This is an optimization exercise on Yosys and OpenROAD, whose aim is small area and a short achievable clock period, not a production implementation.
For this run, only the layout was checked, not whether the RTL still works.
Power figures rest on the tool's default switching activity, not on a simulated workload.

==> design.v <==
module mac_unit(
	input  logic        clk,
	input  logic        rst_n_pe,
	input  logic [7:0]  neg, one, two,
	input  logic        four7,
	input  logic [15:0] weight,
	input  logic [3:0]  conv_prev,
	input  logic        load_product,
	input  logic        add,
	input  logic        fold,
	input  logic        relu,
	input  logic        out_valid,
	output logic [15:0] output_feature
);
	logic [31:0] acc, addend, sum, product;
	booth_mul mul(.neg(neg), .one(one), .two(two), .four7(four7), .w(weight), .p(product));
	assign sum = acc + addend;
	always_ff @(posedge clk) begin
		if (!rst_n_pe) begin
			acc    <= '0;
			addend <= '0;
		end else begin
			if (load_product)
				addend <= product;
			if (add)
				acc <= sum;
			else if (fold)
				acc <= (relu && sum[31]) ? '0 : sum;
		end
	end
	always_comb begin
		case (conv_prev)
			4'd0, 4'd1:              output_feature = acc[31:16];
			4'd2, 4'd3, 4'd6, 4'd15: output_feature = acc[30:15];
			4'd4, 4'd5, 4'd12:       output_feature = acc[29:14];
			4'd13:                   output_feature = acc[25:10];
			4'd14:                   output_feature = acc[27:12];
			default:                 output_feature = acc[28:13];
		endcase
		if (!out_valid) output_feature = '0;
	end
endmodule
module booth_mul(input [7:0] neg, input [7:0] one, input [7:0] two, input four7, input [15:0] w, output [31:0] p);
  wire m1;
  assign m1 = (one[0] & w[0]) | (two[0] & 1'b0);
  wire pp2;
  assign pp2 = m1 ^ neg[0];
  wire m3;
  assign m3 = (one[0] & w[1]) | (two[0] & w[0]);
  wire pp4;
  assign pp4 = m3 ^ neg[0];
  wire m5;
  assign m5 = (one[0] & w[2]) | (two[0] & w[1]);
  wire pp6;
  assign pp6 = m5 ^ neg[0];
  wire m7;
  assign m7 = (one[0] & w[3]) | (two[0] & w[2]);
  wire pp8;
  assign pp8 = m7 ^ neg[0];
  wire m9;
  assign m9 = (one[0] & w[4]) | (two[0] & w[3]);
  wire pp10;
  assign pp10 = m9 ^ neg[0];
  wire m11;
  assign m11 = (one[0] & w[5]) | (two[0] & w[4]);
  wire pp12;
  assign pp12 = m11 ^ neg[0];
  wire m13;
  assign m13 = (one[0] & w[6]) | (two[0] & w[5]);
  wire pp14;
  assign pp14 = m13 ^ neg[0];
  wire m15;
  assign m15 = (one[0] & w[7]) | (two[0] & w[6]);
  wire pp16;
  assign pp16 = m15 ^ neg[0];
  wire m17;
  assign m17 = (one[0] & w[8]) | (two[0] & w[7]);
  wire pp18;
  assign pp18 = m17 ^ neg[0];
  wire m19;
  assign m19 = (one[0] & w[9]) | (two[0] & w[8]);
  wire pp20;
  assign pp20 = m19 ^ neg[0];
  wire m21;
  assign m21 = (one[0] & w[10]) | (two[0] & w[9]);
  wire pp22;
  assign pp22 = m21 ^ neg[0];
  wire m23;
  assign m23 = (one[0] & w[11]) | (two[0] & w[10]);
  wire pp24;
  assign pp24 = m23 ^ neg[0];
  wire m25;
  assign m25 = (one[0] & w[12]) | (two[0] & w[11]);
  wire pp26;
  assign pp26 = m25 ^ neg[0];
  wire m27;
  assign m27 = (one[0] & w[13]) | (two[0] & w[12]);
  wire pp28;
  assign pp28 = m27 ^ neg[0];
  wire m29;
  assign m29 = (one[0] & w[14]) | (two[0] & w[13]);
  wire pp30;
  assign pp30 = m29 ^ neg[0];
  wire m31;
  assign m31 = (one[0] & w[15]) | (two[0] & w[14]);
  wire pp32;
  assign pp32 = m31 ^ neg[0];
  wire m33;
  assign m33 = (one[0] & w[15]) | (two[0] & w[15]);
  wire ps34;
  assign ps34 = ~(m33 ^ neg[0]);
  wire m35;
  assign m35 = (one[1] & w[0]) | (two[1] & 1'b0);
  wire pp36;
  assign pp36 = m35 ^ neg[1];
  wire m37;
  assign m37 = (one[1] & w[1]) | (two[1] & w[0]);
  wire pp38;
  assign pp38 = m37 ^ neg[1];
  wire m39;
  assign m39 = (one[1] & w[2]) | (two[1] & w[1]);
  wire pp40;
  assign pp40 = m39 ^ neg[1];
  wire m41;
  assign m41 = (one[1] & w[3]) | (two[1] & w[2]);
  wire pp42;
  assign pp42 = m41 ^ neg[1];
  wire m43;
  assign m43 = (one[1] & w[4]) | (two[1] & w[3]);
  wire pp44;
  assign pp44 = m43 ^ neg[1];
  wire m45;
  assign m45 = (one[1] & w[5]) | (two[1] & w[4]);
  wire pp46;
  assign pp46 = m45 ^ neg[1];
  wire m47;
  assign m47 = (one[1] & w[6]) | (two[1] & w[5]);
  wire pp48;
  assign pp48 = m47 ^ neg[1];
  wire m49;
  assign m49 = (one[1] & w[7]) | (two[1] & w[6]);
  wire pp50;
  assign pp50 = m49 ^ neg[1];
  wire m51;
  assign m51 = (one[1] & w[8]) | (two[1] & w[7]);
  wire pp52;
  assign pp52 = m51 ^ neg[1];
  wire m53;
  assign m53 = (one[1] & w[9]) | (two[1] & w[8]);
  wire pp54;
  assign pp54 = m53 ^ neg[1];
  wire m55;
  assign m55 = (one[1] & w[10]) | (two[1] & w[9]);
  wire pp56;
  assign pp56 = m55 ^ neg[1];
  wire m57;
  assign m57 = (one[1] & w[11]) | (two[1] & w[10]);
  wire pp58;
  assign pp58 = m57 ^ neg[1];
  wire m59;
  assign m59 = (one[1] & w[12]) | (two[1] & w[11]);
  wire pp60;
  assign pp60 = m59 ^ neg[1];
  wire m61;
  assign m61 = (one[1] & w[13]) | (two[1] & w[12]);
  wire pp62;
  assign pp62 = m61 ^ neg[1];
  wire m63;
  assign m63 = (one[1] & w[14]) | (two[1] & w[13]);
  wire pp64;
  assign pp64 = m63 ^ neg[1];
  wire m65;
  assign m65 = (one[1] & w[15]) | (two[1] & w[14]);
  wire pp66;
  assign pp66 = m65 ^ neg[1];
  wire m67;
  assign m67 = (one[1] & w[15]) | (two[1] & w[15]);
  wire ps68;
  assign ps68 = ~(m67 ^ neg[1]);
  wire m69;
  assign m69 = (one[2] & w[0]) | (two[2] & 1'b0);
  wire pp70;
  assign pp70 = m69 ^ neg[2];
  wire m71;
  assign m71 = (one[2] & w[1]) | (two[2] & w[0]);
  wire pp72;
  assign pp72 = m71 ^ neg[2];
  wire m73;
  assign m73 = (one[2] & w[2]) | (two[2] & w[1]);
  wire pp74;
  assign pp74 = m73 ^ neg[2];
  wire m75;
  assign m75 = (one[2] & w[3]) | (two[2] & w[2]);
  wire pp76;
  assign pp76 = m75 ^ neg[2];
  wire m77;
  assign m77 = (one[2] & w[4]) | (two[2] & w[3]);
  wire pp78;
  assign pp78 = m77 ^ neg[2];
  wire m79;
  assign m79 = (one[2] & w[5]) | (two[2] & w[4]);
  wire pp80;
  assign pp80 = m79 ^ neg[2];
  wire m81;
  assign m81 = (one[2] & w[6]) | (two[2] & w[5]);
  wire pp82;
  assign pp82 = m81 ^ neg[2];
  wire m83;
  assign m83 = (one[2] & w[7]) | (two[2] & w[6]);
  wire pp84;
  assign pp84 = m83 ^ neg[2];
  wire m85;
  assign m85 = (one[2] & w[8]) | (two[2] & w[7]);
  wire pp86;
  assign pp86 = m85 ^ neg[2];
  wire m87;
  assign m87 = (one[2] & w[9]) | (two[2] & w[8]);
  wire pp88;
  assign pp88 = m87 ^ neg[2];
  wire m89;
  assign m89 = (one[2] & w[10]) | (two[2] & w[9]);
  wire pp90;
  assign pp90 = m89 ^ neg[2];
  wire m91;
  assign m91 = (one[2] & w[11]) | (two[2] & w[10]);
  wire pp92;
  assign pp92 = m91 ^ neg[2];
  wire m93;
  assign m93 = (one[2] & w[12]) | (two[2] & w[11]);
  wire pp94;
  assign pp94 = m93 ^ neg[2];
  wire m95;
  assign m95 = (one[2] & w[13]) | (two[2] & w[12]);
  wire pp96;
  assign pp96 = m95 ^ neg[2];
  wire m97;
  assign m97 = (one[2] & w[14]) | (two[2] & w[13]);
  wire pp98;
  assign pp98 = m97 ^ neg[2];
  wire m99;
  assign m99 = (one[2] & w[15]) | (two[2] & w[14]);
  wire pp100;
  assign pp100 = m99 ^ neg[2];
  wire m101;
  assign m101 = (one[2] & w[15]) | (two[2] & w[15]);
  wire ps102;
  assign ps102 = ~(m101 ^ neg[2]);
  wire m103;
  assign m103 = (one[3] & w[0]) | (two[3] & 1'b0);
  wire pp104;
  assign pp104 = m103 ^ neg[3];
  wire m105;
  assign m105 = (one[3] & w[1]) | (two[3] & w[0]);
  wire pp106;
  assign pp106 = m105 ^ neg[3];
  wire m107;
  assign m107 = (one[3] & w[2]) | (two[3] & w[1]);
  wire pp108;
  assign pp108 = m107 ^ neg[3];
  wire m109;
  assign m109 = (one[3] & w[3]) | (two[3] & w[2]);
  wire pp110;
  assign pp110 = m109 ^ neg[3];
  wire m111;
  assign m111 = (one[3] & w[4]) | (two[3] & w[3]);
  wire pp112;
  assign pp112 = m111 ^ neg[3];
  wire m113;
  assign m113 = (one[3] & w[5]) | (two[3] & w[4]);
  wire pp114;
  assign pp114 = m113 ^ neg[3];
  wire m115;
  assign m115 = (one[3] & w[6]) | (two[3] & w[5]);
  wire pp116;
  assign pp116 = m115 ^ neg[3];
  wire m117;
  assign m117 = (one[3] & w[7]) | (two[3] & w[6]);
  wire pp118;
  assign pp118 = m117 ^ neg[3];
  wire m119;
  assign m119 = (one[3] & w[8]) | (two[3] & w[7]);
  wire pp120;
  assign pp120 = m119 ^ neg[3];
  wire m121;
  assign m121 = (one[3] & w[9]) | (two[3] & w[8]);
  wire pp122;
  assign pp122 = m121 ^ neg[3];
  wire m123;
  assign m123 = (one[3] & w[10]) | (two[3] & w[9]);
  wire pp124;
  assign pp124 = m123 ^ neg[3];
  wire m125;
  assign m125 = (one[3] & w[11]) | (two[3] & w[10]);
  wire pp126;
  assign pp126 = m125 ^ neg[3];
  wire m127;
  assign m127 = (one[3] & w[12]) | (two[3] & w[11]);
  wire pp128;
  assign pp128 = m127 ^ neg[3];
  wire m129;
  assign m129 = (one[3] & w[13]) | (two[3] & w[12]);
  wire pp130;
  assign pp130 = m129 ^ neg[3];
  wire m131;
  assign m131 = (one[3] & w[14]) | (two[3] & w[13]);
  wire pp132;
  assign pp132 = m131 ^ neg[3];
  wire m133;
  assign m133 = (one[3] & w[15]) | (two[3] & w[14]);
  wire pp134;
  assign pp134 = m133 ^ neg[3];
  wire m135;
  assign m135 = (one[3] & w[15]) | (two[3] & w[15]);
  wire ps136;
  assign ps136 = ~(m135 ^ neg[3]);
  wire m137;
  assign m137 = (one[4] & w[0]) | (two[4] & 1'b0);
  wire pp138;
  assign pp138 = m137 ^ neg[4];
  wire m139;
  assign m139 = (one[4] & w[1]) | (two[4] & w[0]);
  wire pp140;
  assign pp140 = m139 ^ neg[4];
  wire m141;
  assign m141 = (one[4] & w[2]) | (two[4] & w[1]);
  wire pp142;
  assign pp142 = m141 ^ neg[4];
  wire m143;
  assign m143 = (one[4] & w[3]) | (two[4] & w[2]);
  wire pp144;
  assign pp144 = m143 ^ neg[4];
  wire m145;
  assign m145 = (one[4] & w[4]) | (two[4] & w[3]);
  wire pp146;
  assign pp146 = m145 ^ neg[4];
  wire m147;
  assign m147 = (one[4] & w[5]) | (two[4] & w[4]);
  wire pp148;
  assign pp148 = m147 ^ neg[4];
  wire m149;
  assign m149 = (one[4] & w[6]) | (two[4] & w[5]);
  wire pp150;
  assign pp150 = m149 ^ neg[4];
  wire m151;
  assign m151 = (one[4] & w[7]) | (two[4] & w[6]);
  wire pp152;
  assign pp152 = m151 ^ neg[4];
  wire m153;
  assign m153 = (one[4] & w[8]) | (two[4] & w[7]);
  wire pp154;
  assign pp154 = m153 ^ neg[4];
  wire m155;
  assign m155 = (one[4] & w[9]) | (two[4] & w[8]);
  wire pp156;
  assign pp156 = m155 ^ neg[4];
  wire m157;
  assign m157 = (one[4] & w[10]) | (two[4] & w[9]);
  wire pp158;
  assign pp158 = m157 ^ neg[4];
  wire m159;
  assign m159 = (one[4] & w[11]) | (two[4] & w[10]);
  wire pp160;
  assign pp160 = m159 ^ neg[4];
  wire m161;
  assign m161 = (one[4] & w[12]) | (two[4] & w[11]);
  wire pp162;
  assign pp162 = m161 ^ neg[4];
  wire m163;
  assign m163 = (one[4] & w[13]) | (two[4] & w[12]);
  wire pp164;
  assign pp164 = m163 ^ neg[4];
  wire m165;
  assign m165 = (one[4] & w[14]) | (two[4] & w[13]);
  wire pp166;
  assign pp166 = m165 ^ neg[4];
  wire m167;
  assign m167 = (one[4] & w[15]) | (two[4] & w[14]);
  wire pp168;
  assign pp168 = m167 ^ neg[4];
  wire m169;
  assign m169 = (one[4] & w[15]) | (two[4] & w[15]);
  wire ps170;
  assign ps170 = ~(m169 ^ neg[4]);
  wire m171;
  assign m171 = (one[5] & w[0]) | (two[5] & 1'b0);
  wire pp172;
  assign pp172 = m171 ^ neg[5];
  wire m173;
  assign m173 = (one[5] & w[1]) | (two[5] & w[0]);
  wire pp174;
  assign pp174 = m173 ^ neg[5];
  wire m175;
  assign m175 = (one[5] & w[2]) | (two[5] & w[1]);
  wire pp176;
  assign pp176 = m175 ^ neg[5];
  wire m177;
  assign m177 = (one[5] & w[3]) | (two[5] & w[2]);
  wire pp178;
  assign pp178 = m177 ^ neg[5];
  wire m179;
  assign m179 = (one[5] & w[4]) | (two[5] & w[3]);
  wire pp180;
  assign pp180 = m179 ^ neg[5];
  wire m181;
  assign m181 = (one[5] & w[5]) | (two[5] & w[4]);
  wire pp182;
  assign pp182 = m181 ^ neg[5];
  wire m183;
  assign m183 = (one[5] & w[6]) | (two[5] & w[5]);
  wire pp184;
  assign pp184 = m183 ^ neg[5];
  wire m185;
  assign m185 = (one[5] & w[7]) | (two[5] & w[6]);
  wire pp186;
  assign pp186 = m185 ^ neg[5];
  wire m187;
  assign m187 = (one[5] & w[8]) | (two[5] & w[7]);
  wire pp188;
  assign pp188 = m187 ^ neg[5];
  wire m189;
  assign m189 = (one[5] & w[9]) | (two[5] & w[8]);
  wire pp190;
  assign pp190 = m189 ^ neg[5];
  wire m191;
  assign m191 = (one[5] & w[10]) | (two[5] & w[9]);
  wire pp192;
  assign pp192 = m191 ^ neg[5];
  wire m193;
  assign m193 = (one[5] & w[11]) | (two[5] & w[10]);
  wire pp194;
  assign pp194 = m193 ^ neg[5];
  wire m195;
  assign m195 = (one[5] & w[12]) | (two[5] & w[11]);
  wire pp196;
  assign pp196 = m195 ^ neg[5];
  wire m197;
  assign m197 = (one[5] & w[13]) | (two[5] & w[12]);
  wire pp198;
  assign pp198 = m197 ^ neg[5];
  wire m199;
  assign m199 = (one[5] & w[14]) | (two[5] & w[13]);
  wire pp200;
  assign pp200 = m199 ^ neg[5];
  wire m201;
  assign m201 = (one[5] & w[15]) | (two[5] & w[14]);
  wire pp202;
  assign pp202 = m201 ^ neg[5];
  wire m203;
  assign m203 = (one[5] & w[15]) | (two[5] & w[15]);
  wire ps204;
  assign ps204 = ~(m203 ^ neg[5]);
  wire m205;
  assign m205 = (one[6] & w[0]) | (two[6] & 1'b0);
  wire pp206;
  assign pp206 = m205 ^ neg[6];
  wire m207;
  assign m207 = (one[6] & w[1]) | (two[6] & w[0]);
  wire pp208;
  assign pp208 = m207 ^ neg[6];
  wire m209;
  assign m209 = (one[6] & w[2]) | (two[6] & w[1]);
  wire pp210;
  assign pp210 = m209 ^ neg[6];
  wire m211;
  assign m211 = (one[6] & w[3]) | (two[6] & w[2]);
  wire pp212;
  assign pp212 = m211 ^ neg[6];
  wire m213;
  assign m213 = (one[6] & w[4]) | (two[6] & w[3]);
  wire pp214;
  assign pp214 = m213 ^ neg[6];
  wire m215;
  assign m215 = (one[6] & w[5]) | (two[6] & w[4]);
  wire pp216;
  assign pp216 = m215 ^ neg[6];
  wire m217;
  assign m217 = (one[6] & w[6]) | (two[6] & w[5]);
  wire pp218;
  assign pp218 = m217 ^ neg[6];
  wire m219;
  assign m219 = (one[6] & w[7]) | (two[6] & w[6]);
  wire pp220;
  assign pp220 = m219 ^ neg[6];
  wire m221;
  assign m221 = (one[6] & w[8]) | (two[6] & w[7]);
  wire pp222;
  assign pp222 = m221 ^ neg[6];
  wire m223;
  assign m223 = (one[6] & w[9]) | (two[6] & w[8]);
  wire pp224;
  assign pp224 = m223 ^ neg[6];
  wire m225;
  assign m225 = (one[6] & w[10]) | (two[6] & w[9]);
  wire pp226;
  assign pp226 = m225 ^ neg[6];
  wire m227;
  assign m227 = (one[6] & w[11]) | (two[6] & w[10]);
  wire pp228;
  assign pp228 = m227 ^ neg[6];
  wire m229;
  assign m229 = (one[6] & w[12]) | (two[6] & w[11]);
  wire pp230;
  assign pp230 = m229 ^ neg[6];
  wire m231;
  assign m231 = (one[6] & w[13]) | (two[6] & w[12]);
  wire pp232;
  assign pp232 = m231 ^ neg[6];
  wire m233;
  assign m233 = (one[6] & w[14]) | (two[6] & w[13]);
  wire pp234;
  assign pp234 = m233 ^ neg[6];
  wire m235;
  assign m235 = (one[6] & w[15]) | (two[6] & w[14]);
  wire pp236;
  assign pp236 = m235 ^ neg[6];
  wire m237;
  assign m237 = (one[6] & w[15]) | (two[6] & w[15]);
  wire ps238;
  assign ps238 = ~(m237 ^ neg[6]);
  wire m239;
  assign m239 = (one[7] & w[0]) | (two[7] & 1'b0) | (four7 & 1'b0);
  wire pp240;
  assign pp240 = m239 ^ neg[7];
  wire m241;
  assign m241 = (one[7] & w[1]) | (two[7] & w[0]) | (four7 & 1'b0);
  wire pp242;
  assign pp242 = m241 ^ neg[7];
  wire m243;
  assign m243 = (one[7] & w[2]) | (two[7] & w[1]) | (four7 & w[0]);
  wire pp244;
  assign pp244 = m243 ^ neg[7];
  wire m245;
  assign m245 = (one[7] & w[3]) | (two[7] & w[2]) | (four7 & w[1]);
  wire pp246;
  assign pp246 = m245 ^ neg[7];
  wire m247;
  assign m247 = (one[7] & w[4]) | (two[7] & w[3]) | (four7 & w[2]);
  wire pp248;
  assign pp248 = m247 ^ neg[7];
  wire m249;
  assign m249 = (one[7] & w[5]) | (two[7] & w[4]) | (four7 & w[3]);
  wire pp250;
  assign pp250 = m249 ^ neg[7];
  wire m251;
  assign m251 = (one[7] & w[6]) | (two[7] & w[5]) | (four7 & w[4]);
  wire pp252;
  assign pp252 = m251 ^ neg[7];
  wire m253;
  assign m253 = (one[7] & w[7]) | (two[7] & w[6]) | (four7 & w[5]);
  wire pp254;
  assign pp254 = m253 ^ neg[7];
  wire m255;
  assign m255 = (one[7] & w[8]) | (two[7] & w[7]) | (four7 & w[6]);
  wire pp256;
  assign pp256 = m255 ^ neg[7];
  wire m257;
  assign m257 = (one[7] & w[9]) | (two[7] & w[8]) | (four7 & w[7]);
  wire pp258;
  assign pp258 = m257 ^ neg[7];
  wire m259;
  assign m259 = (one[7] & w[10]) | (two[7] & w[9]) | (four7 & w[8]);
  wire pp260;
  assign pp260 = m259 ^ neg[7];
  wire m261;
  assign m261 = (one[7] & w[11]) | (two[7] & w[10]) | (four7 & w[9]);
  wire pp262;
  assign pp262 = m261 ^ neg[7];
  wire m263;
  assign m263 = (one[7] & w[12]) | (two[7] & w[11]) | (four7 & w[10]);
  wire pp264;
  assign pp264 = m263 ^ neg[7];
  wire m265;
  assign m265 = (one[7] & w[13]) | (two[7] & w[12]) | (four7 & w[11]);
  wire pp266;
  assign pp266 = m265 ^ neg[7];
  wire m267;
  assign m267 = (one[7] & w[14]) | (two[7] & w[13]) | (four7 & w[12]);
  wire pp268;
  assign pp268 = m267 ^ neg[7];
  wire m269;
  assign m269 = (one[7] & w[15]) | (two[7] & w[14]) | (four7 & w[13]);
  wire pp270;
  assign pp270 = m269 ^ neg[7];
  wire m271;
  assign m271 = (one[7] & w[15]) | (two[7] & w[15]) | (four7 & w[14]);
  wire pp272;
  assign pp272 = m271 ^ neg[7];
  wire m273;
  assign m273 = (one[7] & w[15]) | (two[7] & w[15]) | (four7 & w[15]);
  wire pp274;
  assign pp274 = m273 ^ neg[7];
  wire s275;
  wire c276;
  assign s275 = pp22 ^ pp52;
  assign c276 = pp22 & pp52;
  wire s277;
  wire c278;
  assign s277 = pp24 ^ pp54;
  assign c278 = pp24 & pp54;
  wire s279;
  wire c280;
  assign s279 = pp26 ^ pp56 ^ pp86;
  assign c280 = (pp26 & pp56) | (pp26 & pp86) | (pp56 & pp86);
  wire s281;
  wire c282;
  assign s281 = pp116 ^ pp146;
  assign c282 = pp116 & pp146;
  wire s283;
  wire c284;
  assign s283 = pp28 ^ pp58 ^ pp88;
  assign c284 = (pp28 & pp58) | (pp28 & pp88) | (pp58 & pp88);
  wire s285;
  wire c286;
  assign s285 = pp118 ^ pp148;
  assign c286 = pp118 & pp148;
  wire s287;
  wire c288;
  assign s287 = pp30 ^ pp60 ^ pp90;
  assign c288 = (pp30 & pp60) | (pp30 & pp90) | (pp60 & pp90);
  wire s289;
  wire c290;
  assign s289 = pp120 ^ pp150 ^ pp180;
  assign c290 = (pp120 & pp150) | (pp120 & pp180) | (pp150 & pp180);
  wire s291;
  wire c292;
  assign s291 = pp210 ^ pp240;
  assign c292 = pp210 & pp240;
  wire s293;
  wire c294;
  assign s293 = pp32 ^ pp62 ^ pp92;
  assign c294 = (pp32 & pp62) | (pp32 & pp92) | (pp62 & pp92);
  wire s295;
  wire c296;
  assign s295 = pp122 ^ pp152 ^ pp182;
  assign c296 = (pp122 & pp152) | (pp122 & pp182) | (pp152 & pp182);
  wire s297;
  wire c298;
  assign s297 = pp212 ^ pp242;
  assign c298 = pp212 & pp242;
  wire s299;
  wire c300;
  assign s299 = ps34 ^ pp64 ^ pp94;
  assign c300 = (ps34 & pp64) | (ps34 & pp94) | (pp64 & pp94);
  wire s301;
  wire c302;
  assign s301 = pp124 ^ pp154 ^ pp184;
  assign c302 = (pp124 & pp154) | (pp124 & pp184) | (pp154 & pp184);
  wire s303;
  wire c304;
  assign s303 = pp214 ^ pp244 ^ 1'b1;
  assign c304 = (pp214 & pp244) | (pp214 & 1'b1) | (pp244 & 1'b1);
  wire s305;
  wire c306;
  assign s305 = pp66 ^ pp96 ^ pp126;
  assign c306 = (pp66 & pp96) | (pp66 & pp126) | (pp96 & pp126);
  wire s307;
  wire c308;
  assign s307 = pp156 ^ pp186 ^ pp216;
  assign c308 = (pp156 & pp186) | (pp156 & pp216) | (pp186 & pp216);
  wire s309;
  wire c310;
  assign s309 = pp246 ^ 1'b1;
  assign c310 = pp246 & 1'b1;
  wire s311;
  wire c312;
  assign s311 = ps68 ^ pp98 ^ pp128;
  assign c312 = (ps68 & pp98) | (ps68 & pp128) | (pp98 & pp128);
  wire s313;
  wire c314;
  assign s313 = pp158 ^ pp188 ^ pp218;
  assign c314 = (pp158 & pp188) | (pp158 & pp218) | (pp188 & pp218);
  wire s315;
  wire c316;
  assign s315 = pp100 ^ pp130 ^ pp160;
  assign c316 = (pp100 & pp130) | (pp100 & pp160) | (pp130 & pp160);
  wire s317;
  wire c318;
  assign s317 = pp190 ^ pp220;
  assign c318 = pp190 & pp220;
  wire s319;
  wire c320;
  assign s319 = ps102 ^ pp132 ^ pp162;
  assign c320 = (ps102 & pp132) | (ps102 & pp162) | (pp132 & pp162);
  wire s321;
  wire c322;
  assign s321 = pp134 ^ pp164;
  assign c322 = pp134 & pp164;
  wire s323;
  wire c324;
  assign s323 = pp14 ^ pp44;
  assign c324 = pp14 & pp44;
  wire s325;
  wire c326;
  assign s325 = pp16 ^ pp46;
  assign c326 = pp16 & pp46;
  wire s327;
  wire c328;
  assign s327 = pp18 ^ pp48 ^ pp78;
  assign c328 = (pp18 & pp48) | (pp18 & pp78) | (pp48 & pp78);
  wire s329;
  wire c330;
  assign s329 = pp108 ^ pp138;
  assign c330 = pp108 & pp138;
  wire s331;
  wire c332;
  assign s331 = pp20 ^ pp50 ^ pp80;
  assign c332 = (pp20 & pp50) | (pp20 & pp80) | (pp50 & pp80);
  wire s333;
  wire c334;
  assign s333 = pp110 ^ pp140;
  assign c334 = pp110 & pp140;
  wire s335;
  wire c336;
  assign s335 = s275 ^ pp82 ^ pp112;
  assign c336 = (s275 & pp82) | (s275 & pp112) | (pp82 & pp112);
  wire s337;
  wire c338;
  assign s337 = pp142 ^ pp172 ^ neg[5];
  assign c338 = (pp142 & pp172) | (pp142 & neg[5]) | (pp172 & neg[5]);
  wire s339;
  wire c340;
  assign s339 = c276 ^ s277 ^ pp84;
  assign c340 = (c276 & s277) | (c276 & pp84) | (s277 & pp84);
  wire s341;
  wire c342;
  assign s341 = pp114 ^ pp144 ^ pp174;
  assign c342 = (pp114 & pp144) | (pp114 & pp174) | (pp144 & pp174);
  wire s343;
  wire c344;
  assign s343 = c278 ^ s279 ^ s281;
  assign c344 = (c278 & s279) | (c278 & s281) | (s279 & s281);
  wire s345;
  wire c346;
  assign s345 = pp176 ^ pp206 ^ neg[6];
  assign c346 = (pp176 & pp206) | (pp176 & neg[6]) | (pp206 & neg[6]);
  wire s347;
  wire c348;
  assign s347 = c280 ^ c282 ^ s283;
  assign c348 = (c280 & c282) | (c280 & s283) | (c282 & s283);
  wire s349;
  wire c350;
  assign s349 = s285 ^ pp178 ^ pp208;
  assign c350 = (s285 & pp178) | (s285 & pp208) | (pp178 & pp208);
  wire s351;
  wire c352;
  assign s351 = c284 ^ c286 ^ s287;
  assign c352 = (c284 & c286) | (c284 & s287) | (c286 & s287);
  wire s353;
  wire c354;
  assign s353 = s289 ^ s291 ^ neg[7];
  assign c354 = (s289 & s291) | (s289 & neg[7]) | (s291 & neg[7]);
  wire s355;
  wire c356;
  assign s355 = c288 ^ c290 ^ c292;
  assign c356 = (c288 & c290) | (c288 & c292) | (c290 & c292);
  wire s357;
  wire c358;
  assign s357 = s293 ^ s295 ^ s297;
  assign c358 = (s293 & s295) | (s293 & s297) | (s295 & s297);
  wire s359;
  wire c360;
  assign s359 = c294 ^ c296 ^ c298;
  assign c360 = (c294 & c296) | (c294 & c298) | (c296 & c298);
  wire s361;
  wire c362;
  assign s361 = s299 ^ s301 ^ s303;
  assign c362 = (s299 & s301) | (s299 & s303) | (s301 & s303);
  wire s363;
  wire c364;
  assign s363 = c300 ^ c302 ^ c304;
  assign c364 = (c300 & c302) | (c300 & c304) | (c302 & c304);
  wire s365;
  wire c366;
  assign s365 = s305 ^ s307 ^ s309;
  assign c366 = (s305 & s307) | (s305 & s309) | (s307 & s309);
  wire s367;
  wire c368;
  assign s367 = c306 ^ c308 ^ c310;
  assign c368 = (c306 & c308) | (c306 & c310) | (c308 & c310);
  wire s369;
  wire c370;
  assign s369 = s311 ^ s313 ^ pp248;
  assign c370 = (s311 & s313) | (s311 & pp248) | (s313 & pp248);
  wire s371;
  wire c372;
  assign s371 = c312 ^ c314 ^ s315;
  assign c372 = (c312 & c314) | (c312 & s315) | (c314 & s315);
  wire s373;
  wire c374;
  assign s373 = s317 ^ pp250 ^ 1'b1;
  assign c374 = (s317 & pp250) | (s317 & 1'b1) | (pp250 & 1'b1);
  wire s375;
  wire c376;
  assign s375 = c316 ^ c318 ^ s319;
  assign c376 = (c316 & c318) | (c316 & s319) | (c318 & s319);
  wire s377;
  wire c378;
  assign s377 = pp192 ^ pp222 ^ pp252;
  assign c378 = (pp192 & pp222) | (pp192 & pp252) | (pp222 & pp252);
  wire s379;
  wire c380;
  assign s379 = c320 ^ s321 ^ pp194;
  assign c380 = (c320 & s321) | (c320 & pp194) | (s321 & pp194);
  wire s381;
  wire c382;
  assign s381 = pp224 ^ pp254 ^ 1'b1;
  assign c382 = (pp224 & pp254) | (pp224 & 1'b1) | (pp254 & 1'b1);
  wire s383;
  wire c384;
  assign s383 = c322 ^ ps136 ^ pp166;
  assign c384 = (c322 & ps136) | (c322 & pp166) | (ps136 & pp166);
  wire s385;
  wire c386;
  assign s385 = pp196 ^ pp226 ^ pp256;
  assign c386 = (pp196 & pp226) | (pp196 & pp256) | (pp226 & pp256);
  wire s387;
  wire c388;
  assign s387 = pp168 ^ pp198 ^ pp228;
  assign c388 = (pp168 & pp198) | (pp168 & pp228) | (pp198 & pp228);
  wire s389;
  wire c390;
  assign s389 = pp258 ^ 1'b1;
  assign c390 = pp258 & 1'b1;
  wire s391;
  wire c392;
  assign s391 = ps170 ^ pp200 ^ pp230;
  assign c392 = (ps170 & pp200) | (ps170 & pp230) | (pp200 & pp230);
  wire s393;
  wire c394;
  assign s393 = pp202 ^ pp232;
  assign c394 = pp202 & pp232;
  wire s395;
  wire c396;
  assign s395 = pp10 ^ pp40;
  assign c396 = pp10 & pp40;
  wire s397;
  wire c398;
  assign s397 = pp12 ^ pp42;
  assign c398 = pp12 & pp42;
  wire s399;
  wire c400;
  assign s399 = s323 ^ pp74 ^ pp104;
  assign c400 = (s323 & pp74) | (s323 & pp104) | (pp74 & pp104);
  wire s401;
  wire c402;
  assign s401 = c324 ^ s325 ^ pp76;
  assign c402 = (c324 & s325) | (c324 & pp76) | (s325 & pp76);
  wire s403;
  wire c404;
  assign s403 = c326 ^ s327 ^ s329;
  assign c404 = (c326 & s327) | (c326 & s329) | (s327 & s329);
  wire s405;
  wire c406;
  assign s405 = c328 ^ c330 ^ s331;
  assign c406 = (c328 & c330) | (c328 & s331) | (c330 & s331);
  wire s407;
  wire c408;
  assign s407 = c332 ^ c334 ^ s335;
  assign c408 = (c332 & c334) | (c332 & s335) | (c334 & s335);
  wire s409;
  wire c410;
  assign s409 = c336 ^ c338 ^ s339;
  assign c410 = (c336 & c338) | (c336 & s339) | (c338 & s339);
  wire s411;
  wire c412;
  assign s411 = c340 ^ c342 ^ s343;
  assign c412 = (c340 & c342) | (c340 & s343) | (c342 & s343);
  wire s413;
  wire c414;
  assign s413 = c344 ^ c346 ^ s347;
  assign c414 = (c344 & c346) | (c344 & s347) | (c346 & s347);
  wire s415;
  wire c416;
  assign s415 = c348 ^ c350 ^ s351;
  assign c416 = (c348 & c350) | (c348 & s351) | (c350 & s351);
  wire s417;
  wire c418;
  assign s417 = c352 ^ c354 ^ s355;
  assign c418 = (c352 & c354) | (c352 & s355) | (c354 & s355);
  wire s419;
  wire c420;
  assign s419 = c356 ^ c358 ^ s359;
  assign c420 = (c356 & c358) | (c356 & s359) | (c358 & s359);
  wire s421;
  wire c422;
  assign s421 = c360 ^ c362 ^ s363;
  assign c422 = (c360 & c362) | (c360 & s363) | (c362 & s363);
  wire s423;
  wire c424;
  assign s423 = c364 ^ c366 ^ s367;
  assign c424 = (c364 & c366) | (c364 & s367) | (c366 & s367);
  wire s425;
  wire c426;
  assign s425 = c368 ^ c370 ^ s371;
  assign c426 = (c368 & c370) | (c368 & s371) | (c370 & s371);
  wire s427;
  wire c428;
  assign s427 = c372 ^ c374 ^ s375;
  assign c428 = (c372 & c374) | (c372 & s375) | (c374 & s375);
  wire s429;
  wire c430;
  assign s429 = c376 ^ c378 ^ s379;
  assign c430 = (c376 & c378) | (c376 & s379) | (c378 & s379);
  wire s431;
  wire c432;
  assign s431 = c380 ^ c382 ^ s383;
  assign c432 = (c380 & c382) | (c380 & s383) | (c382 & s383);
  wire s433;
  wire c434;
  assign s433 = c384 ^ c386 ^ s387;
  assign c434 = (c384 & c386) | (c384 & s387) | (c386 & s387);
  wire s435;
  wire c436;
  assign s435 = c388 ^ c390 ^ s391;
  assign c436 = (c388 & c390) | (c388 & s391) | (c390 & s391);
  wire s437;
  wire c438;
  assign s437 = c392 ^ s393 ^ pp262;
  assign c438 = (c392 & s393) | (c392 & pp262) | (s393 & pp262);
  wire s439;
  wire c440;
  assign s439 = c394 ^ ps204 ^ pp234;
  assign c440 = (c394 & ps204) | (c394 & pp234) | (ps204 & pp234);
  wire s441;
  wire c442;
  assign s441 = pp236 ^ pp266;
  assign c442 = pp236 & pp266;
  wire s443;
  wire c444;
  assign s443 = pp6 ^ pp36;
  assign c444 = pp6 & pp36;
  wire s445;
  wire c446;
  assign s445 = pp8 ^ pp38;
  assign c446 = pp8 & pp38;
  wire s447;
  wire c448;
  assign s447 = s395 ^ pp70 ^ neg[2];
  assign c448 = (s395 & pp70) | (s395 & neg[2]) | (pp70 & neg[2]);
  wire s449;
  wire c450;
  assign s449 = c396 ^ s397 ^ pp72;
  assign c450 = (c396 & s397) | (c396 & pp72) | (s397 & pp72);
  wire s451;
  wire c452;
  assign s451 = c398 ^ s399 ^ neg[3];
  assign c452 = (c398 & s399) | (c398 & neg[3]) | (s399 & neg[3]);
  wire s453;
  wire c454;
  assign s453 = c400 ^ s401 ^ pp106;
  assign c454 = (c400 & s401) | (c400 & pp106) | (s401 & pp106);
  wire s455;
  wire c456;
  assign s455 = c402 ^ s403 ^ neg[4];
  assign c456 = (c402 & s403) | (c402 & neg[4]) | (s403 & neg[4]);
  wire s457;
  wire c458;
  assign s457 = c404 ^ s405 ^ s333;
  assign c458 = (c404 & s405) | (c404 & s333) | (s405 & s333);
  wire s459;
  wire c460;
  assign s459 = c406 ^ s407 ^ s337;
  assign c460 = (c406 & s407) | (c406 & s337) | (s407 & s337);
  wire s461;
  wire c462;
  assign s461 = c408 ^ s409 ^ s341;
  assign c462 = (c408 & s409) | (c408 & s341) | (s409 & s341);
  wire s463;
  wire c464;
  assign s463 = c410 ^ s411 ^ s345;
  assign c464 = (c410 & s411) | (c410 & s345) | (s411 & s345);
  wire s465;
  wire c466;
  assign s465 = c412 ^ s413 ^ s349;
  assign c466 = (c412 & s413) | (c412 & s349) | (s413 & s349);
  wire s467;
  wire c468;
  assign s467 = c414 ^ s415 ^ s353;
  assign c468 = (c414 & s415) | (c414 & s353) | (s415 & s353);
  wire s469;
  wire c470;
  assign s469 = c416 ^ s417 ^ s357;
  assign c470 = (c416 & s417) | (c416 & s357) | (s417 & s357);
  wire s471;
  wire c472;
  assign s471 = c418 ^ s419 ^ s361;
  assign c472 = (c418 & s419) | (c418 & s361) | (s419 & s361);
  wire s473;
  wire c474;
  assign s473 = c420 ^ s421 ^ s365;
  assign c474 = (c420 & s421) | (c420 & s365) | (s421 & s365);
  wire s475;
  wire c476;
  assign s475 = c422 ^ s423 ^ s369;
  assign c476 = (c422 & s423) | (c422 & s369) | (s423 & s369);
  wire s477;
  wire c478;
  assign s477 = c424 ^ s425 ^ s373;
  assign c478 = (c424 & s425) | (c424 & s373) | (s425 & s373);
  wire s479;
  wire c480;
  assign s479 = c426 ^ s427 ^ s377;
  assign c480 = (c426 & s427) | (c426 & s377) | (s427 & s377);
  wire s481;
  wire c482;
  assign s481 = c428 ^ s429 ^ s381;
  assign c482 = (c428 & s429) | (c428 & s381) | (s429 & s381);
  wire s483;
  wire c484;
  assign s483 = c430 ^ s431 ^ s385;
  assign c484 = (c430 & s431) | (c430 & s385) | (s431 & s385);
  wire s485;
  wire c486;
  assign s485 = c432 ^ s433 ^ s389;
  assign c486 = (c432 & s433) | (c432 & s389) | (s433 & s389);
  wire s487;
  wire c488;
  assign s487 = c434 ^ s435 ^ pp260;
  assign c488 = (c434 & s435) | (c434 & pp260) | (s435 & pp260);
  wire s489;
  wire c490;
  assign s489 = c436 ^ s437 ^ 1'b1;
  assign c490 = (c436 & s437) | (c436 & 1'b1) | (s437 & 1'b1);
  wire s491;
  wire c492;
  assign s491 = c438 ^ s439 ^ pp264;
  assign c492 = (c438 & s439) | (c438 & pp264) | (s439 & pp264);
  wire s493;
  wire c494;
  assign s493 = c440 ^ s441 ^ 1'b1;
  assign c494 = (c440 & s441) | (c440 & 1'b1) | (s441 & 1'b1);
  wire s495;
  wire c496;
  assign s495 = c442 ^ ps238 ^ pp268;
  assign c496 = (c442 & ps238) | (c442 & pp268) | (ps238 & pp268);
  wire s497;
  wire c498;
  assign s497 = pp270 ^ 1'b1;
  assign c498 = pp270 & 1'b1;
  wire s499;
  wire c500;
  assign s499 = pp272 ^ 1'b1;
  assign c500 = pp272 & 1'b1;
  wire s501;
  wire c502;
  assign s501 = pp274 ^ 1'b1;
  assign c502 = pp274 & 1'b1;
  assign p = {c500, c498, c496, c494, c492, c490, c488, c486, c484, c482, c480, c478, c476, c474, c472, c470, c468, c466, c464, c462, c460, c458, c456, c454, c452, c450, c448, c446, c444, s443, pp4, pp2} + {s501, s499, s497, s495, s493, s491, s489, s487, s485, s483, s481, s479, s477, s475, s473, s471, s469, s467, s465, s463, s461, s459, s457, s455, s453, s451, s449, s447, s445, neg[1], 1'b0, neg[0]};
endmodule
module pe_array #(parameter NPE = 4)(
	input  logic              clk,
	input  logic              rst_n_pe,
	input  logic              weight_valid,
	input  logic              feature_valid,
	input  logic [15:0]       feature_in,      
	input  logic [NPE*16-1:0] weight_in,       
	input  logic [3:0]        conv_num,
	output logic [NPE*16-1:0] output_feature,
	input  logic              relu_en,
	input  logic              partial_en
);
	localparam logic [1:0] IDLE = 2'd0, BIAS = 2'd1, FOLD = 2'd2, OUT = 2'd3;
	logic [1:0] state;
	logic [3:0] conv_prev;
	logic       relu_prev, keep_prev;
	logic       mac_step, bias_step, bias_load;
	logic [7:0] neg, one, two;
	logic       four7;
	logic [7:0] f_neg, f_one, f_two, b_one, b_two;
	logic       b_four7, keep;
	logic [NPE*16-1:0] weight;
	assign mac_step  = (state == IDLE) & feature_valid & weight_valid;
	assign bias_step = (state == IDLE) & ~feature_valid & weight_valid;
	assign bias_load = bias_step & rst_n_pe;
	booth_enc enc(.f(feature_in), .neg(f_neg), .one(f_one), .two(f_two));
	always_comb begin
		logic [4:0] sh;
		logic       zero;
		keep = 1'b0;
		zero = 1'b0;
		sh = 5'd0;
		if (partial_en) begin
			case (conv_num)
				4'd0, 4'd1:                     sh = 5'd16;
				4'd2, 4'd3, 4'd6:               sh = 5'd15;
				4'd4, 4'd5, 4'd12:              sh = 5'd14;
				4'd7, 4'd8, 4'd9, 4'd10, 4'd11: sh = 5'd13;
				default:                        keep = 1'b1;
			endcase
		end else begin
			case (conv_num)
				4'd0, 4'd12:                    sh = 5'd9;
				4'd1:                           sh = 5'd6;
				4'd2, 4'd10:                    sh = 5'd3;
				4'd3, 4'd9:                     sh = 5'd2;
				4'd4, 4'd5, 4'd6, 4'd8:         sh = 5'd1;
				4'd7:                           zero = 1'b1;
				4'd11:                          sh = 5'd4;
				default:                        sh = 5'd0;
			endcase
		end
		for (int j = 0; j < 8; j++) begin
			b_one[j] = ~zero & ~keep & (sh == 5'(2 * j));
			b_two[j] = ~zero & ~keep & (sh == 5'(2 * j + 1));
		end
		b_four7 = ~keep & (sh == 5'd16);
	end
	always_ff @(posedge clk) begin
		conv_prev <= conv_num;
		relu_prev <= relu_en;
		keep_prev <= keep;
		if (bias_load) begin
			neg <= '0; one <= b_one; two <= b_two; four7 <= b_four7;
		end else begin
			neg <= f_neg; one <= f_one; two <= f_two; four7 <= 1'b0;
			weight <= weight_in;
		end
		if (!rst_n_pe)
			state <= IDLE;
		else case (state)
			IDLE: if (bias_step) state <= BIAS;
			BIAS: state <= FOLD;
			default: state <= OUT;
		endcase
	end
	for (genvar i = 0; i < NPE; i++) begin : mac
		mac_unit u(
			.clk(clk),
			.rst_n_pe(rst_n_pe),
			.neg(neg), .one(one), .two(two), .four7(four7),
			.weight(weight[i*16 +: 16]),
			.conv_prev(conv_prev),
			.load_product(mac_step | (state == BIAS && !keep_prev)),
			.add(mac_step | bias_step),
			.fold(state == FOLD),
			.relu(relu_prev),
			.out_valid(state == OUT),
			.output_feature(output_feature[i*16 +: 16])
		);
	end
endmodule
module booth_enc(input logic [15:0] f, output logic [7:0] neg, output logic [7:0] one,
                 output logic [7:0] two);
	logic [16:0] fx;
	assign fx = {f, 1'b0};
	always_comb
		for (int j = 0; j < 8; j++) begin
			neg[j] = fx[2*j+2] & ~(fx[2*j+1] & fx[2*j]);
			one[j] = fx[2*j+1] ^ fx[2*j];
			two[j] = (fx[2*j+2] & ~fx[2*j+1] & ~fx[2*j]) | (~fx[2*j+2] & fx[2*j+1] & fx[2*j]);
		end
endmodule
module onchip_read_master_weight #(parameter NPE = 4)(
	input  logic        clk,
	input  logic        rst_n,
	output logic [16:0] addr_read,
	output logic [NPE*2-1:0] byteenable,
	output logic        read,
	input  logic        wait_request,
	input  logic        readdatavalid,
	output logic        chipselect,
	input  logic [16:0] addr_read_input,
	input  logic        read_en_input,
	output logic        data_valid,
	output logic        readdatavalid_out
);
	logic state;         
	logic read_en_reg;
	logic xfer;
	assign byteenable = {(NPE*2){1'b1}};
	assign readdatavalid_out = readdatavalid;
	assign xfer = readdatavalid & ~wait_request;
	always_ff @(posedge clk) begin
		if (rst_n) addr_read <= addr_read_input;
	end
	always_ff @(posedge clk) begin
		if (!rst_n) begin
			state       <= 1'b0;
			data_valid  <= 1'b0;
			read        <= 1'b0;
			chipselect  <= 1'b0;
			read_en_reg <= 1'b0;
		end else begin
			read_en_reg <= read_en_input;
			data_valid  <= state & xfer;
			chipselect  <= read_en_reg & (~state | xfer);
			if (!state && read_en_reg) read <= 1'b1;
			if (!state) state <= read_en_reg;
			else if (xfer && !read_en_reg) state <= 1'b0;
		end
	end
endmodule
module onchip_read_master_input(
	input  logic        clk,
	input  logic        rst_n,
	output logic [16:0] addr_read,
	output logic [1:0]  byteenable,
	output logic        read,
	input  logic        wait_request,
	input  logic        readdatavalid,
	output logic        chipselect,
	input  logic [16:0] addr_read_input,
	input  logic        read_en_input,
	output logic        data_valid,
	output logic        readdatavalid_out
);
	logic state;         
	logic read_en_reg;
	logic xfer;
	assign byteenable = 2'b11;
	assign readdatavalid_out = readdatavalid;
	assign xfer = readdatavalid & ~wait_request;
	always_ff @(posedge clk) begin
		if (rst_n) addr_read <= addr_read_input;
	end
	always_ff @(posedge clk) begin
		if (!rst_n) begin
			state       <= 1'b0;
			data_valid  <= 1'b0;
			read        <= 1'b0;
			chipselect  <= 1'b0;
			read_en_reg <= 1'b0;
		end else begin
			read_en_reg <= read_en_input;
			data_valid  <= state & xfer;
			chipselect  <= read_en_reg & (~state | xfer);
			if (!state && read_en_reg) read <= 1'b1;
			if (!state) state <= read_en_reg;
			else if (xfer && !read_en_reg) state <= 1'b0;
		end
	end
endmodule
module p1024_to_s16 #(parameter NPE = 4)(
	input  logic            clk,
	input  logic            rst_n,
	input  logic [NPE*16-1:0] datain_pe,
	input  logic            input_en_control,
	input  logic [14:0]     addr_in_control,
	input  logic            pool_en,
	input  logic            output_en,
	output logic [15:0]     writedata_output,
	output logic [14:0]     address_output,
	output logic            write_output,
	input  logic            waitrequest_output,
	output logic [1:0]      byteenable_output,
	output logic            chipselect
);
	localparam logic [2:0] IDLE = 3'd0, POOL_INIT = 3'd1, POOL = 3'd2, OUT0 = 3'd3;
	localparam logic [2:0] OUTN = OUT0 + NPE;
	logic [2:0]  state;
	logic [NPE*16-1:0] buffer, buffer_out;
	logic [14:0] address_output_in;
	assign byteenable_output = 2'b11;
	assign write_output = 1'b1;
	assign chipselect = 1'b0;
	always_ff @(posedge clk) begin
		if (state == IDLE && input_en_control) begin
			buffer <= datain_pe;
			address_output_in <= addr_in_control;
		end else if (state >= OUT0 && state != OUTN && output_en && !waitrequest_output)
			address_output_in <= address_output_in + 15'd2;
	end
	always_ff @(posedge clk) begin
		if (!rst_n) begin
			state <= IDLE;
			buffer_out <= '0;
			address_output <= '0;
			writedata_output <= '0;
		end else begin
			case (state)
				IDLE: if (input_en_control) state <= POOL_INIT;
				POOL_INIT: state <= POOL;
				POOL: begin
					for (int k = 0; k < NPE; k++)
						if (!pool_en || $signed(buffer[k*16 +: 16]) > $signed(buffer_out[k*16 +: 16]))
							buffer_out[k*16 +: 16] <= buffer[k*16 +: 16];
					state <= OUT0;
				end
				default: begin
					if (!output_en)
						state <= IDLE;
					else if (!waitrequest_output) begin
						if (state == OUTN)
							state <= IDLE;
						else begin
							address_output   <= address_output_in;
							writedata_output <= buffer_out[15:0];
							buffer_out       <= buffer_out >> 16;
							state            <= state + 3'd1;
						end
					end
				end
			endcase
		end
	end
endmodule
module pe_array_top #(parameter NPE = 4)
                   (input logic clk,
                    input logic rst_n,
                    input logic rst_n_pe,
                    input logic [3:0] conv_num,
                    input logic partial_en_control,
                    input logic [NPE*16-1:0]data_readw_weight,
                    input logic [15:0]data_readi_input,
                    output logic [15:0]data_write_output,
                    output logic [16:0]addr_readi_input,
                    output logic [16:0]addr_readw_weight,
                    output logic [14:0]addr_write_output,
                    output logic [1:0]byteenable_readi_input,
                    output logic [NPE*2-1:0]byteenable_readw_weight,
		            output logic [1:0]byteenable_write_output,
                    input logic [16:0]addr_readi_control,
                    input logic [16:0]addr_readw_control,
                    input logic [14:0]addr_write_control,
                    input logic pool_en_control,
                    input logic relu_en_control,
                    input logic output_en_control,
		            input logic waitrequest_output,
		            input logic waitrequest_input,
		            input logic waitrequest_weight,
                    input logic en_write_control,
                    input logic en_readi_control,
                    input logic en_readw_control,
                    input logic readdatavalid_input,
                    input logic readdatavalid_weight,
                    output logic write_output,
                    output logic read_readw_weight,
                    output logic read_readi_input,
                    output logic chipselect_input,
                    output logic chipselect_weight,
                    output logic chipselect_output,
                    output logic readdatavalid_out_input,
                    output logic readdatavalid_out_weight
                    );
logic[NPE*16-1:0]data_write_pe;
logic data_valid_readi_pe;
logic data_valid_readw_pe;
p1024_to_s16 #(.NPE(NPE)) pts(.clk(clk),
			 	.rst_n(rst_n),
				.datain_pe(data_write_pe),
				.input_en_control(en_write_control),
				.addr_in_control(addr_write_control),
				.writedata_output(data_write_output),
				.address_output(addr_write_output),
				.write_output(write_output),
				.waitrequest_output(waitrequest_output),
				.byteenable_output(byteenable_write_output),
				.chipselect(chipselect_output),
				.pool_en(pool_en_control),
				.output_en(output_en_control)
                );
onchip_read_master_weight #(.NPE(NPE)) master_to_weight_bias(.clk(clk),
                                         .addr_read(addr_readw_weight),
                                         .byteenable(byteenable_readw_weight),
                                         .read(read_readw_weight),
					                     .wait_request(waitrequest_weight),
                                         .addr_read_input(addr_readw_control),
                                         .read_en_input(en_readw_control),
                                         .rst_n(rst_n),
                                         .readdatavalid(readdatavalid_weight),
                                         .data_valid(data_valid_readw_pe),
                                         .chipselect(chipselect_weight),
                                         .readdatavalid_out(readdatavalid_out_weight)
                                         );
onchip_read_master_input master_to_input(.clk(clk),
                                   .addr_read(addr_readi_input),
                                   .byteenable(byteenable_readi_input),
                                   .read(read_readi_input),
				   				   .wait_request(waitrequest_input),
                                   .addr_read_input(addr_readi_control),
                                   .read_en_input(en_readi_control),
                                   .rst_n(rst_n),
                                   .readdatavalid(readdatavalid_input),
                                   .data_valid(data_valid_readi_pe),
                                   .chipselect(chipselect_input),
                                   .readdatavalid_out(readdatavalid_out_input)
                                   );
pe_array #(.NPE(NPE)) array(.clk(clk),
               .rst_n_pe(rst_n_pe),
               .feature_valid(data_valid_readi_pe),
	       	   .weight_valid(data_valid_readw_pe),
               .feature_in(data_readi_input),
               .conv_num(conv_num),
               .output_feature(data_write_pe),
               .weight_in(data_readw_weight),
               .relu_en(relu_en_control),
               .partial_en(partial_en_control));
endmodule 
==> flow/run.sh <==
#!/bin/bash
# Standard layout, unchanged; logs kept in the work folder.
set -o pipefail
bash standard.sh > standard.log 2>&1
==> standard.sh <==
#!/bin/bash
# synth_recipe.tcl (not shown) runs the flow's synth.tcl, then flattens the netlist and writes it again
# the make line also repeats each setting of config.mk as NAME=value (left out here)
make -C /OpenROAD-flow-scripts/flow DESIGN_CONFIG=/design/flow/config.mk WORK_HOME=/design/flow/orfs CLKGATE_MAP_FILE= SYNTH_SCRIPT=/design/flow/synth_recipe.tcl "${@:-finish}"
==> config.mk <==
export PLATFORM = sky130hd
export DESIGN_NAME = pe_array_top
export DESIGN_NICKNAME = pe_array_top
export VERILOG_FILES = /design/flow/design.v
export SDC_FILE = /design/flow/constraint.sdc
export NUM_CORES = 8
export LEC_CHECK = 0
export CAP_MARGIN = 20
export CORE_MARGIN = 2
export CORE_UTILIZATION = 40
export SLEW_MARGIN = 20
==> constraint.sdc <==
create_clock -name core_clock -period 10.0 [get_ports {clk}]
set_input_delay 2.0000 -clock core_clock [delete_from_list [all_inputs] [get_ports {clk}]]
set_output_delay 2.0000 -clock core_clock [all_outputs]
set_load 0.01 [all_outputs]
==> notes.md <==
The flow ran to the end and the layout has no timing, DRC or antenna violations. At the pin with the least slew margin, the transition time is 1120 ps. The number of endpoints failing setup at the final stage came out at 0.

The net switching share of the total power is 0.496. The most numerous cell type found on the critical path is fa_1. In the final layout, the registers with the most flip-flops are array.mac.u.acc: 128 flops, array.mac.u.addend: 128 flops. The largest net degree at the start of global routing is 76. The maximum fanout along the worst path came out at 56. The post-synthesis cell count is 6276. STA puts the critical path data required time at 10510 ps. After clock tree synthesis, the flow added hold-fix buffers numbering 0. The area of the mapped netlist is 0.0552 mm^2. The remaining global-route overflow came out at 0. The slowest stage of the critical path belongs to the cell buf_4. The number of distinct library cells after synthesis is 90. The later pin in the worst-skew pair is clocked with a latency of 680 ps.

The number of buffers added for setup after CTS came out at 0. The total of flip-flops plus latches after synthesis came out at 574. In this run the clock root is driven by a clkbuf_16. The least setup slack across all paths after layout is 3560 ps. The height of the chip came out at 376 um.

TritonCTS built the clock tree. The worst setup timing slack at the placement stage came out at about 3600 ps. In the synthesized netlist the dominant register cell turns out to be dfxtp_1. In this run the count of I/O pins placed on the die edge is 233. The worst hold path belongs to the class reg -> reg.

The combinational fraction of design power is 0.726. The data arrival time of the worst path is 6950 ps. The share of layout cells above drive strength 1 came out at 0.0477. The via count of the first global-routing pass is approximately 44000.

The first detailed-routing pass took 9 iterations. The critical path is of the reg -> reg type. The buffer levels on the longest clock path is 3.

The placed standard-cell area came out at between 0.05 and 0.06 mm^2. Relative to the synthesized area, the layout overhead comes to 10.2%. Clock-pin slew was measured on the worst setup and hold paths at 60 ps. The worst-case headroom to the max-slew limit is 0.254. The reported leakage power came out at 24.5 nW.

The worst setup path is launched from a register. The ratio of total power to cell area came out at 366 mW/mm^2. The number of enable flip-flop cells after synthesis is between 150 and 200. The number of cell rows came out at roughly 140. Summed over all layers, the routed wires come to 158000 um. The total vias in the final route came out at ~46000. The share of the Yosys chip area taken by registers is 0.240. The final cycle utilization of the critical path came out at 0.644. Yosys printed 6 warnings. The number of filler instances in the final layout is 13300. The total number of nets in the final design came out at about 7000. The signal on the critical path passes through buf_4, xnor2_1, fa_1, fa_1, inv_1, fa_1, inv_1, fa_1, ha_1, a21o_1, a21o_1, a21oi_1, nor2b_1, a211oi_1, o21ai_0, a2111oi_1, o31ai_1, xnor2_1, o21ai_0. Each instance of the synthesized netlist takes up on average 8.80 um^2. The area of the die came out at roughly 0.14 mm^2.

The initial core utilization came out at 0.402. The first global-routing pass estimated 253000 um of wire. The initial antenna violation count came out at 1. Timing would allow up to roughly 160 MHz. Of the total power, registers draw 0.147. The internal power consumption is 11.2 mW. The initial DRC count is 4489. The clock share of power is 0.127. The post-layout minimum cycle time came out at 6440 ps. Once the clock tree was built, the resizer swapped 0 gates to a different size. The post-route clock skew is 29.5 ps. The worst vdd rail ir drop came out at 555 uV.

The biggest cell delay along the critical path is 850 ps. Including well taps, the total number of placed cells is 7847. The clock net in this run drives a total of 574 sinks. The finished layout cell area came out at 0.0609 mm^2. The count of maximum capacitance violations came out at 0. The sum of net half-perimeters after detailed placement is 111000 um. The mean routed wirelength per cell came out at 19.8 um. Setup repair after global routing left no endpoint under its margin. In the routed design, unresolved DRC markers number 0. The final weighted congestion in routability-driven placement came out at approximately 0.9. The quantity of I/O buffers inserted on ports came out at approximately 220.

The mean number of vias per cell came out at 5.75. The CTS buffer count is 74. The fraction of synthesis flops using an asynchronous set or reset pin came out at 0. The final non-filler cell total is 7983.

The number of levels in the clock H-tree is 3. The worst setup path is captured at a register. The total routing usage reported by global routing is 0.220. The setup TNS came out at 0 ps.

The number of pins with negative max-slew slack in the final report is 0. The number of nets still failing antenna checks after routing came out at 0. The area of the core region is 0.137 mm^2. The floorplan step set the die width to 376 um. The antenna diode count came out at 0. The switching power summed over all nets is 11.1 mW.

The number of hold violations in the final report is 0.
layout by cell type, fill, tap and decap left out, types with 188 or more instances in the layout:
cell,synthesis,routed
a21oi_1,405,404
a22o_1,188,188
a22oi_1,428,428
clkdlybuf4s50_1,0,216
dfxtp_1,397,372
fa_1,336,336
ha_1,422,422
inv_1,547,545
nand2_1,534,532
nor2_1,263,261
xnor2_1,492,492
xor2_1,257,257
cell usage after synthesis (53+ instances only):
cell,count,area share
nor2_1,263,0.018
clkbuf_1,408,0.028
nand3_1,72,0.0065
a21o_1,149,0.020
a222oi_1,56,0.010
ha_1,422,0.096
nor3_1,53,0.0048
inv_1,547,0.037
nand2_1,534,0.036
a31oi_1,92,0.010
edfxtp_1,177,0.096
o21ai_0,145,0.013
a211oi_1,99,0.013
buf_1,73,0.0050
a22oi_1,428,0.058
dfxtp_1,397,0.14
a22o_1,188,0.030
a221oi_1,68,0.011
xnor2_1,492,0.078
fa_1,336,0.12
xor2_1,257,0.041
a21oi_1,405,0.037
layer usage:
layer | global-route usage | up-vias | routed length [um]
li1 | - | 21900 | -
met3 | 0.0446 | 267 | 13000
met2 | 0.321 | 1847 | 64400
met1 | 0.328 | 21800 | 76600
met4 | 0.0601 | 0 | 4510
met5 | 0 | - | 0
metrics by stage:
step,hold WS [ps],total power [mW],util
2_1_floorplan,425,15.0,-
3_5_place_dp,440,19.1,0.424
6_report,451,22.3,0.443
3_3_place_gp,439,18.9,0.424
4_1_cts,453,22.1,0.443
5_1_grt,467,24.3,0.443
worst max-delay path, delay by kind of cell (launching register included):
| family | cells | cell delay [ps] |
|---|---|---|
| fa+ha+maj | 5 | 2310 |
| compound gates | 8 | 1920 |
| buf+inv | 3 | 950 |
| flops | 1 | 560 |
| xor+xnor | 2 | 400 |
| simple gates | 1 | 70 |
cells by family (layout without fill, tap and decap cells):
| family | after synthesis | count (layout) | share of synthesized area |
|---|---|---|---|
| fa+ha+maj | 758 | 758 | 0.217 |
| xor+xnor | 749 | 749 | 0.119 |
| other cells | 2 | 14 | 0.000136 |
| buf+inv | 1063 | 964 | 0.0738 |
| compound gates | 1888 | 1888 | 0.242 |
| mux | 46 | 46 | 0.00886 |
| flops | 574 | 574 | 0.240 |
| simple gates | 1196 | 1196 | 0.0990 |
power by group through the flow:
stage,Sequential (mW),Clock (mW),Combinational (mW)
4_1_cts,3.27,2.91,15.9
3_3_place_gp,3.31,0,15.6
2_1_floorplan,3.04,0,12.0
3_5_place_dp,3.32,0,15.8
5_1_grt,3.32,2.99,18.0
6_report,3.28,2.83,16.2
area by class of cell:
class	count	area (um^2)	area share
multi-input combinational	4651	38000	0.625
tap	1794	2240	0.0369
sequential	574	13300	0.219
clock inverter	38	509	0.00837
inverter	550	2070	0.0340
clock buffer	98	2070	0.0340
timing repair buffer	278	2620	0.0431
worst paths after layout:
check                                          from                          endpoint  slack, ps  cells after the start
hold / removal    master_to_weight_bias.read_en_reg  master_to_weight_bias.chipselect        450                      2
setup / recovery                       array.neg[0]         array.mac[0].u.addend[30]       3560                     19
setup reg to reg                       array.neg[0]         array.mac[0].u.addend[30]       3560                     19
hold reg to reg   master_to_weight_bias.read_en_reg  master_to_weight_bias.chipselect        450                      2

## what the ideal ports hide
No port has a modelled driver above. Below, the same layout with a new extraction and two added sets of constraints. Step 1 assumes that a clkbuf_16 drives the clock port and a buf_2 every other input. Step 2 times the ports against the registers' clock, not the clock port: input delays grow and output delays shrink by t, the midpoint of the rising clock arrivals with the driver on. a / b / c = no drivers / after step 1 / after step 2; a / b = the first two.
shift t [ns]: 0.743
slack for setup (ns): 3.561 / 3.561 / 3.561
slew at the worst register clock pin (ns): 0.07 / 0.07
After both steps this run still meets setup and hold. The setup slack of this run moves by 0.000 ns with the drivers and by 0.000 ns with both steps.
